From an optimization exercise on the open Yosys and OpenROAD flow, aimed at small area and a short achievable clock period; shortcuts taken in it are not production practice. Only simulation tests tie the RTL to the original design; equivalence was not proved.

Setup of v31:
## winograd_top
module winograd_top(clk, rst_n, in_valid,
    inp10, inp11, inp12, inp13, inp20, inp21, inp22, inp23,
    inp30, inp31, inp32, inp33, inp40, inp41, inp42, inp43,
    ker10, ker11, ker12, ker20, ker21, ker22, ker30, ker31, ker32,
    out_valid, out10, out11, out20, out21);
    input clk, rst_n, in_valid;
    input [7:0] inp10, inp11, inp12, inp13;
    input [7:0] inp20, inp21, inp22, inp23;
    input [7:0] inp30, inp31, inp32, inp33;
    input [7:0] inp40, inp41, inp42, inp43;
    input [7:0] ker10, ker11, ker12;
    input [7:0] ker20, ker21, ker22;
    input [7:0] ker30, ker31, ker32;
    output out_valid;
    output [7:0] out10, out11, out20, out21;
    reg [3:1] vld;
    always @(posedge clk) begin
        if (rst_n == 1'b0)
            vld <= {3{1'b0}};
        else
            vld <= {vld[2:1], in_valid};
    end
    assign out_valid = vld[3];
    winograd core(clk, inp10, inp11, inp12, inp13, inp20, inp21, inp22, inp23,
                  inp30, inp31, inp32, inp33, inp40, inp41, inp42, inp43,
  ...
For scale: ~2300 cells after synthesis, about 380 flip-flops, ~240 I/O pins, about 27000 um2 of cells after synthesis.
Settings: LEC_CHECK=0, CAP_MARGIN=20, CORE_MARGIN=2, CORE_UTILIZATION=40, SLEW_MARGIN=20, SYNTH_HIERARCHICAL=1; clock period 15.5 ns.
standard.sh (not shown) runs the stock make flow with config.mk's settings and CLKGATE_MAP_FILE= SYNTH_SCRIPT=/design/flow/synth_recipe.tcl, a recipe that flattens the netlist after the stock synthesis.
==> flow/flow/run.sh <==
#!/bin/bash
# Own layout flow: the standard flow (standard.sh) with two changes:
#  - the port buffers use a small buffer cell (buf_2) instead of the default choice;
#  - timing repair aims for 10.7 ns of setup slack, i.e. it works on every path
#    longer than 4.8 ns (the clock period stays 15.5 ns).
export BUFFER_PORTS_ARGS="-buffer_cell sky130_fd_sc_hd__buf_2"
export SETUP_SLACK_MARGIN=10.7
bash standard.sh > standard.log 2>&1
v31 ended with every stage complete and zero timing, DRC or antenna violations.
Setup changes, v31 to v55
- CTS_CLUSTER_DIAMETER: unset -> 100
- CORE_UTILIZATION: 40 -> 50
- CTS_CLUSTER_SIZE: unset -> 30
==> flow/flow/run.sh <==
#!/bin/bash
# Own layout flow: the standard flow (standard.sh) with two changes:
#  - the port buffers use a small buffer cell (buf_2) instead of the default choice;
#  - timing repair aims for 11.0 ns of setup slack, i.e. it works on every path
#    longer than 4.5 ns (the clock period stays 15.5 ns).
export BUFFER_PORTS_ARGS="-buffer_cell sky130_fd_sc_hd__buf_2"
export SETUP_SLACK_MARGIN=11.0
bash standard.sh > standard.log 2>&1
### Flow results
v55 ended with less post-route clock period utilization than v31. Going from v31 to v55, die height shrank by more than 10%. Total via count in the routed design in v55 is 101 above v31. The smallest setup slack after layout in v55 sits 0.27 ns above the value recorded for v31. Looking at critical path launch point, the core.r1_inp41_0 result is from v31; the core.r1_ker30_4 one comes from v55.
Edits applied to the flow inputs when going from v55 to v59:
- CORE_UTILIZATION: 50 -> 60
- CTS_CLUSTER_SIZE: 30 -> 25
==> flow/flow/run.sh <==
#!/bin/bash
# Own layout flow: the standard flow (standard.sh) with two changes:
#  - the port buffers use a small buffer cell (buf_1) instead of the default choice;
#  - timing repair aims for 11.0 ns of setup slack, i.e. it works on every path
#    longer than 4.5 ns (the clock period stays 15.5 ns).
export BUFFER_PORTS_ARGS="-buffer_cell sky130_fd_sc_hd__buf_1"
export SETUP_SLACK_MARGIN=11.0
bash standard.sh > standard.log 2>&1
Findings:
- v59: flip-flop and latch share of the layout cell area higher than v55
- Global-route usage | v59 above v55
- Wire: v59 routes less than v55
- v59 — detailed placer's ending HPWL about 2.4% lower, v55 as reference
- Delta (v59 minus v55): logic depth of the worst register-to-register path grew by 1; wire length of the first global-routing pass dropped 2.0%; die span in x went down.
- Compared with v55, v59 shows number of gates on the worst path with buffers counted higher by 1.
- The number of global-route vias before repair of v55 and that of v59 are within noise of each other.
- v59 went all the way through the flow, and no timing, DRC or antenna check failed.
- v55: no failed stages, no open violations at the end
- In terms of fmax, v59 and v55 differ only marginally.
What v49 does differently from v59 at the input level:
- CTS_CLUSTER_DIAMETER: 100 -> unset
- CTS_CLUSTER_SIZE: 25 -> unset
- CORE_UTILIZATION: 60 -> 40
==> flow/flow/run.sh <==
#!/bin/bash
# Own layout flow: the standard flow (standard.sh) with two changes:
#  - the port buffers use a small buffer cell (buf_2) instead of the default choice;
#  - timing repair aims for 11.2 ns of setup slack, i.e. it works on every path
#    longer than 4.3 ns (the clock period stays 15.5 ns).
export BUFFER_PORTS_ARGS="-buffer_cell sky130_fd_sc_hd__buf_2"
export SETUP_SLACK_MARGIN=11.2
bash standard.sh > standard.log 2>&1
==> notes.md <==
Fill cell total of the finished layout (v59 / v49): 0.57
[v49 vs v59] multi-input gate share of the layout cell area: lower in v49
Sort v49 and v59 by area growth from synthesis to layout asc -> top: v59

* * *

winograd_top again, from the RTL that the note above started with.
clock: 15.5 ns
lec_check: 0
cap_margin: 20
core_margin: 2
core_utilization: 40
cts_cluster_diameter: 100
cts_cluster_size: 30
slew_margin: 20
synth_hierarchical: 1
==> flow/flow/run.sh <==
#!/bin/bash
# Own layout flow: the standard flow (standard.sh) with two changes:
#  - the port buffers use a small buffer cell (buf_2) instead of the default choice;
#  - timing repair aims for 11.0 ns of setup slack, i.e. it works on every path
#    longer than 4.5 ns (the clock period stays 15.5 ns).
export BUFFER_PORTS_ARGS="-buffer_cell sky130_fd_sc_hd__buf_2"
export SETUP_SLACK_MARGIN=11.0
bash standard.sh > standard.log 2>&1
The baseline finished clean.
Next try:
==> flow/flow/run.sh (replaced) <==
#!/bin/bash
# Own layout flow: the standard flow (standard.sh) with two changes:
#  - the port buffers use a small buffer cell (buf_2) instead of the default choice;
#  - timing repair aims for 11.15 ns of setup slack, i.e. it works on every path
#    longer than 4.35 ns (the clock period stays 15.5 ns).
export BUFFER_PORTS_ARGS="-buffer_cell sky130_fd_sc_hd__buf_2"
export SETUP_SLACK_MARGIN=11.15
bash standard.sh > standard.log 2>&1
Settings changed: CORE_UTILIZATION 40 to 60, CTS_CLUSTER_SIZE 30 to 25.
The new run finished with timing, DRC and antenna clean.
Register-to-register slack improves by 0.05 ns.
Design area climbs slightly.
Setup slack improves by 0.054 ns.
Critical path depth does not change.
Final cell count drops by a little under a tenth.
Routed wire length drops by a few percent.
Die area drops by a quarter to a third.
Utilization climbs by 24 points.
Global-route usage climbs by 10 points.
Sequential share of layout area barely changes.

* * *

Starting RTL as in the previous note.
export LEC_CHECK = 0
export CAP_MARGIN = 20
export CORE_MARGIN = 2
export CORE_UTILIZATION = 40
export SLEW_MARGIN = 20
export SYNTH_HIERARCHICAL = 1
create_clock -name core_clock -period 15.5 [get_ports {clk}]
==> flow/flow/run.sh <==
#!/bin/bash
# Own layout flow: the standard flow (standard.sh) unchanged, except that
# the port buffers use a small buffer cell (buf_2) instead of the default choice.
export BUFFER_PORTS_ARGS="-buffer_cell sky130_fd_sc_hd__buf_2"
bash standard.sh > standard.log 2>&1
The baseline finished clean.
Then changed:
==> flow/flow/run.sh (replaced) <==
#!/bin/bash
# Own layout flow: the standard flow (standard.sh) with two changes:
#  - the port buffers use a small buffer cell (buf_2) instead of the default choice;
#  - timing repair aims for 11.0 ns of setup slack, i.e. it works on every path
#    longer than 4.5 ns (the clock period stays 15.5 ns).
export BUFFER_PORTS_ARGS="-buffer_cell sky130_fd_sc_hd__buf_2"
export SETUP_SLACK_MARGIN=11.0
bash standard.sh > standard.log 2>&1
Outcome: Non-clock buffer count goes up by 31; setup slack improved by 0.45 ns; final cell count goes up slightly; die area is unchanged; hold slack is about the same; count of clock-buffer cells in the layout goes down by 3.
Then changed:
--- a/flow/config.mk
+++ b/flow/config.mk
@@ -8,5 +8,8 @@
 export CAP_MARGIN = 20
 export CORE_MARGIN = 2
-export CORE_UTILIZATION = 40
+export CORE_UTILIZATION = 60
+export CTS_CLUSTER_DIAMETER = 100
+export CTS_CLUSTER_SIZE = 25
+export GPL_TIMING_DRIVEN = 1
 export SLEW_MARGIN = 20
 export SYNTH_HIERARCHICAL = 1
Setup slack improved by 0.0090 ns.
Die area is lower by a quarter to a third.
Utilization went up by 21 points.
Final area went down by a few percent.
Critical path depth is unchanged.
Routed wire length shrinks by a little under a tenth.
Sequential cell count stays the same.
Synthesized cell count stays the same.
Cell count falls by roughly a tenth.
Global-route usage went up by 9.4 points.
Then changed:
--- a/flow/config.mk
+++ b/flow/config.mk
@@ -11,5 +11,4 @@
 export CTS_CLUSTER_DIAMETER = 100
 export CTS_CLUSTER_SIZE = 25
-export GPL_TIMING_DRIVEN = 1
 export SLEW_MARGIN = 20
 export SYNTH_HIERARCHICAL = 1
Outcome: Area after synthesis stays the same. Final area is unchanged. Worst hold slack is unchanged. Global-route usage stays the same. Clock skew does not change. Clock-buffer cell count is unchanged. Register-to-register slack hardly moves. Critical path depth stays the same. Routed wire length does not change.

-- what the ideal ports hide --
No port has a modelled driver above. Below, the same layouts with a new extraction and two added sets of constraints. Step 1 assumes that a clkbuf_16 drives the clock port and a buf_2 every other input. Step 2, shift: input delay + t, output delay - t, t = (earliest + latest rising clock arrival at the registers) / 2. This alone moves slack from input paths to output paths. a / b / c = ideal ports / drivers / drivers and shift; a / b = the first two.
| run | t (ns) | setup slack, ns | worst setup path at the end | worst register clock-pin slew, ns |
|---|---|---|---|---|
| v31 | 0.649 | 10.792 / 10.792 / 10.412 | input to register | 0.07 / 0.07 |
| v55 | 0.635 | 11.062 / 11.062 / 10.492 | input to register | 0.12 / 0.12 |
| v59 | 0.609 | 11.052 / 11.052 / 10.484 | input to register | 0.11 / 0.11 |
| v49 | 0.645 | 11.121 / 11.121 / 10.574 | input to register | 0.06 / 0.06 |
| the first run of note 2 | 0.643 | 11.037 / 11.037 / 10.500 | input to register | 0.11 / 0.11 |
| the second run of note 2 | 0.615 | 11.091 / 11.091 / 10.555 | input to register | 0.11 / 0.11 |
| the first run of note 3 | 0.648 | 10.585 / 10.585 / 10.415 | input to register | 0.07 / 0.07 |
| the second run of note 3 | 0.641 | 11.032 / 11.032 / 10.488 | input to register | 0.07 / 0.07 |
| the third run of note 3 | 0.618 | 11.041 / 11.041 / 10.514 | input to register | 0.11 / 0.11 |
| the fourth run of note 3 | 0.618 | 11.041 / 11.041 / 10.514 | input to register | 0.11 / 0.11 |
After both steps every run listed still meets setup and hold. For v55, which loses most, drivers alone change the setup slack by 0.000 ns; drivers and shift together by -0.570 ns.
